From an optimization exercise on the open Yosys and OpenROAD flow, aimed at small area, a short achievable clock period and few clock cycles; shortcuts taken in it are not production practice.
RTL that was checked went through simulation tests only; none was proved equivalent to the original.
No activity file was given, so power comes from the tool's default toggle rates.

// mips32
module mips32(
  input clk,
  input rst,
  output [9:0] imem_addr,
  input [31:0] imem_rdata,
  output [9:0] dmem_addr,
  output [31:0] dmem_wdata,
  output dmem_we,
  output dmem_re,
  input [31:0] dmem_rdata,
  output halted
);
==> flow/config.mk <==
export PLATFORM = sky130hd
export DESIGN_NAME = mips32
export DESIGN_NICKNAME = mips32
export VERILOG_FILES = /design/flow/design.v
export SDC_FILE = /design/flow/constraint.sdc
export NUM_CORES = 8
export LEC_CHECK = 0
export CAP_MARGIN = 20
export CORE_MARGIN = 2
export CORE_UTILIZATION = 40
export CTS_CLUSTER_DIAMETER = 100
export CTS_CLUSTER_SIZE = 20
export SLEW_MARGIN = 20
==> flow/constraint.sdc <==
create_clock -name core_clock -period 8.0 [get_ports {clk}]
set_input_delay 1.6000 -clock core_clock [delete_from_list [all_inputs] [get_ports {clk}]]
set_output_delay 1.6000 -clock core_clock [all_outputs]
set_load 0.01 [all_outputs]
standard.sh (not shown) runs the stock make flow with config.mk's settings and CLKGATE_MAP_FILE= SYNTH_SCRIPT=/design/flow/synth_recipe.tcl, a recipe that flattens the netlist after the stock synthesis.
==> flow/flow/run.sh <==
#!/bin/bash
# Layout flow: the standard flow's own layout (standard.sh, with the standard synthesis
# unchanged), run with plain buffers rather than delay cells on the ports
# and a deeper setup margin for the timing repair steps. After the
# floorplan, gates of drive strength 0 are replaced by their drive 1
# versions (same function and, mostly, the same area), which hold up
# better once the wires are routed.
set -euo pipefail
export BUFFER_PORTS_ARGS="-buffer_cell sky130_fd_sc_hd__buf_4"
export SETUP_SLACK_MARGIN=5.3
RES=orfs/results/sky130hd/mips32/base
bash standard.sh synth > standard_synth.log 2>&1
bash standard.sh "$PWD/$RES/2_1_floorplan.odb" > standard_floorplan.log 2>&1
ODB="$PWD/$RES/2_1_floorplan.odb" openroad -no_splash -exit flow/swap0.tcl > swap0.log 2>&1
bash standard.sh > standard.log 2>&1
==> flow/flow/swap0.tcl <==
read_liberty /OpenROAD-flow-scripts/flow/platforms/sky130hd/lib/sky130_fd_sc_hd__tt_025C_1v80.lib
read_db $::env(ODB)
set n 0
foreach inst [[ord::get_db_block] getInsts] {
  set m [[$inst getMaster] getName]
  if {[regexp {^(sky130_fd_sc_hd__[a-z0-9]+)_0$} $m -> base]} {
    replace_cell [$inst getName] ${base}_1
    incr n
  }
}
puts "swapped $n cells from drive 0 to drive 1"
write_db $::env(ODB)
The starting point produced a clean layout.
Testbench counts at the start, summed over its fixed seeds: cycles 271,754.
==> next run, changes <==
--- a/flow/design.v
+++ b/flow/design.v
@@ -10,26 +10,27 @@
   input [31:0] dmem_rdata,
   output halted
 );
   localparam NB = 4;       
   reg [9:0] fpc;           
   reg v_q, pred_q;         
   reg [9:0] pc_q;
   reg v_id, pred_id;       
+  reg bth_id;              
   reg [9:0] pc_id;
   reg [31:0] ir;
   reg [31:1] sa, sb;       
   reg stop;                
   reg halt_r;
   reg [NB-1:0] bt_v;
   reg [9:0] bt_pc [0:NB-1];
   reg [9:0] bt_tg [0:NB-1];
   reg [1:0] bt_ptr;
-  reg v_ex, ld_ex, st_ex, br_ex, bnez_ex, wr_ex, pred_ex;
+  reg v_ex, ld_ex, st_ex, br_ex, bnez_ex, wr_ex, pred_ex, bth_ex;
   reg f_arith, f_cin, f_slt, f_xor, f_and, f_or;
   reg [4:0] rd_ex;
   reg [31:0] Ax, Bx;
   reg [9:0] Tx;            
   reg [9:0] pc_ex;
   reg ld_mem, wr_mem, we_mem, re_mem;
   reg [4:0] rd_mem;
   reg [31:0] alu_mem, d_mem;
@@ -46,17 +47,17 @@
   wire [31:0] alux = ({32{f_arith}} & sum[31:0])
                    | ({32{f_slt}} & {31'd0, sum[32]})
                    | ({32{f_xor}} & (opa ^ opb))
                    | ({32{f_and}} & (opa & opb))
                    | ({32{f_or}}  & (opa | opb));
   wire taken = bnez_ex ^ (opa == 32'd0);
   wire misp = v_ex & br_ex & (taken ^ pred_ex);
   wire [9:0] fix_pc = taken ? Tx : pc_ex + 10'd1;
-  wire bt_alloc = v_ex & br_ex & taken & ~pred_ex;
+  wire bt_alloc = v_ex & br_ex & taken & ~bth_ex;
   wire [5:0] op  = ir[31:26];
   wire [4:0] rd  = ir[25:21];
   wire [4:0] rs1 = ir[20:16];
   wire [4:0] rs2 = ir[15:11];
   wire [4:0] rsb = op[5] ? rd : rs2;       
   wire is_alu = ~op[5] & (op[3:0] <= 4'd5);
   wire is_ld  = (op == 6'b110000);
   wire is_st  = (op == 6'b110001);
@@ -89,16 +90,18 @@
     for (k = 0; k < NB; k = k + 1)
       if (bt_v[k] & (bt_pc[k] == fpc)) begin
         bt_hit = 1'b1;
         bt_next = bt_tg[k];
       end
   end
   wire drop = stall & v_q;
   wire [31:0] ir_in = imem_rdata;
+  wire dec_tk = v_q & ~stall & ~pred_q & (ir_in[31:27] == 5'b11010) & ir_in[15];
+  wire [9:0] dec_tg = pc_q + 10'd1 + ir_in[9:0];
   wire [4:0] rs1_in = ir_in[20:16];
   wire [4:0] rsb_in = ir_in[31] ? ir_in[25:21] : ir_in[15:11];
   wire [5:0] op_in = ir_in[31:26];
   wire alu_in = ~op_in[5] & (op_in[3:0] <= 4'd5);
   wire use_a_in = alu_in | (op_in == 6'b110000) | (op_in == 6'b110001) | (op_in[5:1] == 5'b11010);
   wire use_b_in = (alu_in & ~op_in[4]) | (op_in == 6'b110001);
   wire [4:0] rs1_n = stall ? rs1 : rs1_in;
   wire [4:0] rsb_n = stall ? rsb : rsb_in;
@@ -134,18 +137,18 @@
       wr_mem <= 1'b0;
       we_mem <= 1'b0;
       re_mem <= 1'b0;
       wr_wb <= 1'b0;
       bt_v <= {NB{1'b0}};
       bt_ptr <= 2'd0;
     end
     else begin
-      fpc <= misp ? fix_pc : drop ? pc_q : bt_next;
-      v_q <= ~misp & ~drop;
+      fpc <= misp ? fix_pc : drop ? pc_q : dec_tk ? dec_tg : bt_next;
+      v_q <= ~misp & ~drop & ~dec_tk;
       if (misp) v_id <= 1'b0;
       else if (~stall) v_id <= v_q;
       if (live & ~stall & is_hlt) stop <= 1'b1;
       halt_r <= stop;
       v_ex <= live & ~stall & use_a;
       wr_mem <= v_ex & wr_ex;
       we_mem <= v_ex & st_ex;
       re_mem <= v_ex & ld_ex;
@@ -167,27 +170,29 @@
     hz <= hz_n;
     sa <= sa_n;
     sb <= sb_n;
     pc_q <= fpc;
     pred_q <= bt_hit;
     if (~stall) begin
       ir <= ir_in;
       pc_id <= pc_q;
-      pred_id <= pred_q;
+      pred_id <= pred_q | dec_tk;
+      bth_id <= pred_q;
     end
     if (bt_alloc) begin
       bt_pc[bt_ptr] <= pc_ex;
       bt_tg[bt_ptr] <= Tx;
     end
     ld_ex <= is_ld;
     st_ex <= is_st;
     br_ex <= is_br;
     bnez_ex <= op[0];
     pred_ex <= pred_id;
+    bth_ex <= bth_id;
     pc_ex <= pc_id;
     wr_ex <= wr_id;
     rd_ex <= rd;
     f_arith <= ~op[5] & ((op[3:0] == 4'd0) | (op[3:0] == 4'd1));
     f_cin <= ~op[5] & (op[3:0] == 4'd1);
     f_xor <= ~op[5] & (op[3:0] == 4'd2);
     f_and <= ~op[5] & (op[3:0] == 4'd3);
     f_or  <= ~op[5] & (op[3:0] == 4'd4);
Effect:
- sequential power hardly moves
- power stays flat
- flip-flop and latch count is higher by 2
- design area is higher slightly
- via count is higher slightly
Testbench counts after the change, summed over its fixed seeds: cycles 269,294.

---

The RTL this note starts from:
==> flow/design.v <==
module mips32(
  input clk,
  input rst,
  output [9:0] imem_addr,
  input [31:0] imem_rdata,
  output [9:0] dmem_addr,
  output [31:0] dmem_wdata,
  output dmem_we,
  output dmem_re,
  input [31:0] dmem_rdata,
  output halted
);
  localparam NB = 4;       
  reg [9:0] fpc;           
  reg v_q, pred_q;         
  reg [9:0] pc_q;
  reg v_id, pred_id;       
  reg [9:0] pc_id;
  reg [31:0] ir;
  reg [31:1] sa, sb;       
  reg stop;                
  reg halt_r;
  reg [NB-1:0] bt_v;
  reg [9:0] bt_pc [0:NB-1];
  reg [9:0] bt_tg [0:NB-1];
  reg [1:0] bt_ptr;
  reg v_ex, ld_ex, st_ex, br_ex, bnez_ex, wr_ex, pred_ex;
  reg f_arith, f_cin, f_slt, f_xor, f_and, f_or;
  reg [4:0] rd_ex;
  reg [31:0] Ax, Bx;
  reg [9:0] Tx;            
  reg [9:0] pc_ex;
  reg ld_mem, wr_mem, we_mem, re_mem;
  reg [4:0] rd_mem;
  reg [31:0] alu_mem, d_mem;
  reg [9:0] addr_mem;
  reg ld_wb, wr_wb;
  reg [4:0] rd_wb;
  reg [31:0] alu_wb;
  reg [31:0] rf [1:31];
  wire [31:0] w_data = ld_wb ? dmem_rdata : alu_wb;
  wire [31:0] opa = Ax;
  wire [31:0] opb = Bx;
  wire [33:0] sum2 = {1'b0, opa, 1'b1} + {1'b0, opb, f_cin};   
  wire [32:0] sum = sum2[33:1];
  wire [31:0] alux = ({32{f_arith}} & sum[31:0])
                   | ({32{f_slt}} & {31'd0, sum[32]})
                   | ({32{f_xor}} & (opa ^ opb))
                   | ({32{f_and}} & (opa & opb))
                   | ({32{f_or}}  & (opa | opb));
  wire taken = bnez_ex ^ (opa == 32'd0);
  wire misp = v_ex & br_ex & (taken ^ pred_ex);
  wire [9:0] fix_pc = taken ? Tx : pc_ex + 10'd1;
  wire bt_alloc = v_ex & br_ex & taken & ~pred_ex;
  wire [5:0] op  = ir[31:26];
  wire [4:0] rd  = ir[25:21];
  wire [4:0] rs1 = ir[20:16];
  wire [4:0] rs2 = ir[15:11];
  wire [4:0] rsb = op[5] ? rd : rs2;       
  wire is_alu = ~op[5] & (op[3:0] <= 4'd5);
  wire is_ld  = (op == 6'b110000);
  wire is_st  = (op == 6'b110001);
  wire is_br  = (op[5:1] == 5'b11010);
  wire is_hlt = (op == 6'b111111);
  wire is_imm = ~op[5] & op[4];
  wire use_a  = is_alu | is_ld | is_st | is_br;
  wire use_b  = (is_alu & ~op[4]) | is_st;
  reg a_ex, a_mem, a_wb, a_rf, b_imm, b_ex, b_mem, b_wb, b_rf, hz;
  wire stall = v_id & ~stop & hz;
  wire live = v_id & ~stop & ~misp;
  reg [31:0] ra, rb;
  integer k;
  always @(*) begin
    ra = 32'd0;
    rb = 32'd0;
    for (k = 1; k < 32; k = k + 1) begin
      ra = ra | ({32{sa[k]}} & rf[k]);
      rb = rb | ({32{sb[k]}} & rf[k]);
    end
  end
  wire is_inv = ~op[5] & ((op[3:0] == 4'd1) | (op[3:0] == 4'd5));    
  wire [31:0] simm = {{16{ir[15]}}, ir[15:0]};
  wire [9:0] target = pc_id + 10'd1 + ir[9:0];
  reg bt_hit;
  reg [9:0] bt_next;
  always @(*) begin
    bt_hit = 1'b0;
    bt_next = fpc + 10'd1;
    for (k = 0; k < NB; k = k + 1)
      if (bt_v[k] & (bt_pc[k] == fpc)) begin
        bt_hit = 1'b1;
        bt_next = bt_tg[k];
      end
  end
  wire [31:0] ir_in = imem_rdata;
  wire [4:0] rs1_in = ir_in[20:16];
  wire [4:0] rsb_in = ir_in[31] ? ir_in[25:21] : ir_in[15:11];
  wire [5:0] op_in = ir_in[31:26];
  wire alu_in = ~op_in[5] & (op_in[3:0] <= 4'd5);
  wire use_a_in = alu_in | (op_in == 6'b110000) | (op_in == 6'b110001) | (op_in[5:1] == 5'b11010);
  wire use_b_in = (alu_in & ~op_in[4]) | (op_in == 6'b110001);
  wire [4:0] rs1_n = stall ? rs1 : rs1_in;
  wire [4:0] rsb_n = stall ? rsb : rsb_in;
  wire use_a_n = stall ? use_a : use_a_in;
  wire use_b_n = stall ? use_b : use_b_in;
  wire issue = v_id & ~stop & ~stall;      
  wire wr_id = (is_alu | is_ld) & (rd != 5'd0);
  wire ex_a_n  = issue & wr_id & (rd == rs1_in);
  wire ex_b_n  = issue & wr_id & (rd == rsb_in);
  wire mem_a_n = v_ex & wr_ex & (rd_ex == rs1_n);
  wire mem_b_n = v_ex & wr_ex & (rd_ex == rsb_n);
  wire wb_a_n  = wr_mem & (rd_mem == rs1_n);
  wire wb_b_n  = wr_mem & (rd_mem == rsb_n);
  wire hold;
  wire hz_n = (is_ld & ((use_a_in & ex_a_n) | (use_b_in & ex_b_n))) |
              (ld_ex & ((use_a_n & mem_a_n) | (use_b_n & mem_b_n)));
  assign hold = hz_n & (stall ? v_id : v_q) & ~stop;
  wire imm_in = ~op_in[5] & op_in[4];
  wire imm_n = stall ? is_imm : imm_in;
  reg [31:1] sa_n, sb_n;
  always @(*)
    for (k = 1; k < 32; k = k + 1) begin
      sa_n[k] = (rs1_n == k);
      sb_n[k] = (rsb_n == k);
    end
  assign imem_addr = fpc;
  always @(posedge clk) begin
    if (rst) begin
      fpc <= 10'd0;
      v_q <= 1'b0;
      v_id <= 1'b0;
      stop <= 1'b0;
      halt_r <= 1'b0;
      v_ex <= 1'b0;
      wr_mem <= 1'b0;
      we_mem <= 1'b0;
      re_mem <= 1'b0;
      wr_wb <= 1'b0;
      bt_v <= {NB{1'b0}};
      bt_ptr <= 2'd0;
    end
    else begin
      fpc <= misp ? fix_pc : hold ? fpc : bt_next;
      v_q <= ~misp;
      if (misp) v_id <= 1'b0;
      else if (~stall) v_id <= v_q;
      if (live & ~stall & is_hlt) stop <= 1'b1;
      halt_r <= stop;
      v_ex <= live & ~stall & use_a;
      wr_mem <= v_ex & wr_ex;
      we_mem <= v_ex & st_ex;
      re_mem <= v_ex & ld_ex;
      wr_wb <= wr_mem;
      if (bt_alloc) begin
        bt_v[bt_ptr] <= 1'b1;
        bt_ptr <= bt_ptr + 2'd1;
      end
    end
    a_ex  <= ex_a_n;
    a_mem <= ~ex_a_n & mem_a_n;
    a_wb  <= ~ex_a_n & ~mem_a_n & wb_a_n;
    a_rf  <= ~ex_a_n & ~mem_a_n & ~wb_a_n;
    b_imm <= imm_n;
    b_ex  <= ~imm_n & ex_b_n;
    b_mem <= ~imm_n & ~ex_b_n & mem_b_n;
    b_wb  <= ~imm_n & ~ex_b_n & ~mem_b_n & wb_b_n;
    b_rf  <= ~imm_n & ~ex_b_n & ~mem_b_n & ~wb_b_n;
    hz <= hz_n;
    sa <= sa_n;
    sb <= sb_n;
    pc_q <= fpc;
    pred_q <= bt_hit;
    if (~stall) begin
      ir <= ir_in;
      pc_id <= pc_q;
      pred_id <= pred_q;
    end
    if (bt_alloc) begin
      bt_pc[bt_ptr] <= pc_ex;
      bt_tg[bt_ptr] <= Tx;
    end
    ld_ex <= is_ld;
    st_ex <= is_st;
    br_ex <= is_br;
    bnez_ex <= op[0];
    pred_ex <= pred_id;
    pc_ex <= pc_id;
    wr_ex <= wr_id;
    rd_ex <= rd;
    f_arith <= ~op[5] & ((op[3:0] == 4'd0) | (op[3:0] == 4'd1));
    f_cin <= ~op[5] & (op[3:0] == 4'd1);
    f_xor <= ~op[5] & (op[3:0] == 4'd2);
    f_and <= ~op[5] & (op[3:0] == 4'd3);
    f_or  <= ~op[5] & (op[3:0] == 4'd4);
    f_slt <= ~op[5] & (op[3:0] == 4'd5);
    Ax <= ({32{a_ex}} & alux) | ({32{a_mem}} & alu_mem) | ({32{a_wb}} & w_data) | ({32{a_rf}} & ra);
    Bx <= {32{is_inv}} ^ (({32{b_imm}} & simm) | ({32{b_ex}} & alux) | ({32{b_mem}} & alu_mem)
                          | ({32{b_wb}} & w_data) | ({32{b_rf}} & rb));
    Tx <= is_br ? target : ir[9:0];
    ld_mem <= ld_ex;
    rd_mem <= rd_ex;
    alu_mem <= alux;
    d_mem <= opb;
    addr_mem <= opa[9:0] + Tx;
    ld_wb <= ld_mem;
    rd_wb <= rd_mem;
    alu_wb <= alu_mem;
    if (wr_wb) rf[rd_wb] <= w_data;
  end
  assign dmem_addr  = addr_mem;
  assign dmem_wdata = d_mem;
  assign dmem_we    = we_mem;
  assign dmem_re    = re_mem;
  assign halted     = halt_r;
endmodule
Settings: LEC_CHECK=0, CAP_MARGIN=20, CORE_MARGIN=2, CORE_UTILIZATION=40, CTS_CLUSTER_DIAMETER=100, CTS_CLUSTER_SIZE=20, SLEW_MARGIN=20; clock period 8.0 ns.
==> flow/flow/run.sh <==
#!/bin/bash
# Layout flow: the standard flow's own layout (standard.sh, with the standard synthesis
# unchanged), run with plain buffers rather than delay cells on the ports
# and a deeper setup margin for the timing repair steps.
set -euo pipefail
export BUFFER_PORTS_ARGS="-buffer_cell sky130_fd_sc_hd__buf_4"
export SETUP_SLACK_MARGIN=5.3
bash standard.sh > standard.log 2>&1
Edit:
--- a/flow/design.v
+++ b/flow/design.v
@@ -11,12 +11,15 @@
   output halted
 );
   localparam NB = 4;       
   reg [9:0] fpc;           
   reg v_q, pred_q;         
   reg [9:0] pc_q;
+  reg v_sk, pred_sk;       
+  reg [9:0] pc_sk;
+  reg [31:0] sk;
   reg v_id, pred_id;       
   reg [9:0] pc_id;
   reg [31:0] ir;
   reg [31:1] sa, sb;       
   reg stop;                
   reg halt_r;
@@ -89,13 +92,14 @@
     for (k = 0; k < NB; k = k + 1)
       if (bt_v[k] & (bt_pc[k] == fpc)) begin
         bt_hit = 1'b1;
         bt_next = bt_tg[k];
       end
   end
-  wire [31:0] ir_in = imem_rdata;
+  wire drop = stall & v_sk & v_q;
+  wire [31:0] ir_in = v_sk ? sk : imem_rdata;
   wire [4:0] rs1_in = ir_in[20:16];
   wire [4:0] rsb_in = ir_in[31] ? ir_in[25:21] : ir_in[15:11];
   wire [5:0] op_in = ir_in[31:26];
   wire alu_in = ~op_in[5] & (op_in[3:0] <= 4'd5);
   wire use_a_in = alu_in | (op_in == 6'b110000) | (op_in == 6'b110001) | (op_in[5:1] == 5'b11010);
   wire use_b_in = (alu_in & ~op_in[4]) | (op_in == 6'b110001);
@@ -108,16 +112,14 @@
   wire ex_a_n  = issue & wr_id & (rd == rs1_in);
   wire ex_b_n  = issue & wr_id & (rd == rsb_in);
   wire mem_a_n = v_ex & wr_ex & (rd_ex == rs1_n);
   wire mem_b_n = v_ex & wr_ex & (rd_ex == rsb_n);
   wire wb_a_n  = wr_mem & (rd_mem == rs1_n);
   wire wb_b_n  = wr_mem & (rd_mem == rsb_n);
-  wire hold;
   wire hz_n = (is_ld & ((use_a_in & ex_a_n) | (use_b_in & ex_b_n))) |
               (ld_ex & ((use_a_n & mem_a_n) | (use_b_n & mem_b_n)));
-  assign hold = hz_n & (stall ? v_id : v_q) & ~stop;
   wire imm_in = ~op_in[5] & op_in[4];
   wire imm_n = stall ? is_imm : imm_in;
   reg [31:1] sa_n, sb_n;
   always @(*)
     for (k = 1; k < 32; k = k + 1) begin
       sa_n[k] = (rs1_n == k);
@@ -125,28 +127,38 @@
     end
   assign imem_addr = fpc;
   always @(posedge clk) begin
     if (rst) begin
       fpc <= 10'd0;
       v_q <= 1'b0;
+      v_sk <= 1'b0;
       v_id <= 1'b0;
       stop <= 1'b0;
       halt_r <= 1'b0;
       v_ex <= 1'b0;
       wr_mem <= 1'b0;
       we_mem <= 1'b0;
       re_mem <= 1'b0;
       wr_wb <= 1'b0;
       bt_v <= {NB{1'b0}};
       bt_ptr <= 2'd0;
     end
     else begin
-      fpc <= misp ? fix_pc : hold ? fpc : bt_next;
-      v_q <= ~misp;
-      if (misp) v_id <= 1'b0;
-      else if (~stall) v_id <= v_q;
+      fpc <= misp ? fix_pc : drop ? pc_q : bt_next;
+      v_q <= ~misp & ~drop;
+      if (misp) begin
+        v_sk <= 1'b0;
+        v_id <= 1'b0;
+      end
+      else if (stall) begin
+        if (~v_sk) v_sk <= v_q;
+      end
+      else begin
+        v_sk <= v_sk & v_q;
+        v_id <= v_sk | v_q;
+      end
       if (live & ~stall & is_hlt) stop <= 1'b1;
       halt_r <= stop;
       v_ex <= live & ~stall & use_a;
       wr_mem <= v_ex & wr_ex;
       we_mem <= v_ex & st_ex;
       re_mem <= v_ex & ld_ex;
@@ -167,16 +179,21 @@
     b_rf  <= ~imm_n & ~ex_b_n & ~mem_b_n & ~wb_b_n;
     hz <= hz_n;
     sa <= sa_n;
     sb <= sb_n;
     pc_q <= fpc;
     pred_q <= bt_hit;
+    if (~stall | ~v_sk) begin
+      sk <= imem_rdata;
+      pc_sk <= pc_q;
+      pred_sk <= pred_q;
+    end
     if (~stall) begin
       ir <= ir_in;
-      pc_id <= pc_q;
-      pred_id <= pred_q;
+      pc_id <= v_sk ? pc_sk : pc_q;
+      pred_id <= v_sk ? pred_sk : pred_q;
     end
     if (bt_alloc) begin
       bt_pc[bt_ptr] <= pc_ex;
       bt_tg[bt_ptr] <= Tx;
     end
     ld_ex <= is_ld;
=>
- The new run completed without violations
- total power is higher by 3.3%
- routed wire length is higher by 1.9%
- clock-buffer cell count is higher by 9
- area after synthesis is higher by 3.1%
- via count is higher by 2.9%
- setup slack gets better by 220 ps
Testbench counts after the change, summed over its fixed seeds: cycles 269,706.
Only the layout flow was run in the first run of this note; the RTL was not checked for function there.

[re-timing with driven ports]
No port has a modelled driver above. Below, the same layouts with a new extraction and two added sets of constraints. Step 1 (the two cells are an assumption about what drives the block):
set clk [get_ports {clk}]
set_driving_cell -lib_cell sky130_fd_sc_hd__clkbuf_16 $clk
set_driving_cell -lib_cell sky130_fd_sc_hd__buf_2 [delete_from_list [all_inputs] $clk]
Step 2 adds t to the input delays and takes it off the output delays; t is the mean of the earliest and latest rising clock arrival at the registers after step 1. Input paths then give back, and output paths get back, about the clock's delay inside the block. Slacks: ideal ports / drivers / drivers and shift; pairs: ideal ports / drivers.
run | shift t [ns] | slack for setup (ns) | hold slack, ns
the first run of note 1 | 0.835 | 5.037 / 4.964 / 4.454 | 0.337 / 0.337 / 0.337
the second run of note 1 | 0.827 | 5.141 / 5.052 / 4.359 | 0.331 / 0.331 / 0.331
the first run of note 2 | 0.808 | 4.841 / 4.845 / 4.037 | 0.335 / 0.335 / 0.335
the second run of note 2 | 0.835 | 5.064 / 5.056 / 4.486 | 0.347 / 0.347 / 0.347
After both steps every run listed still meets setup and hold. For the first run of note 2, which loses most, drivers alone change the setup slack by +0.004 ns; drivers and shift together by -0.804 ns.
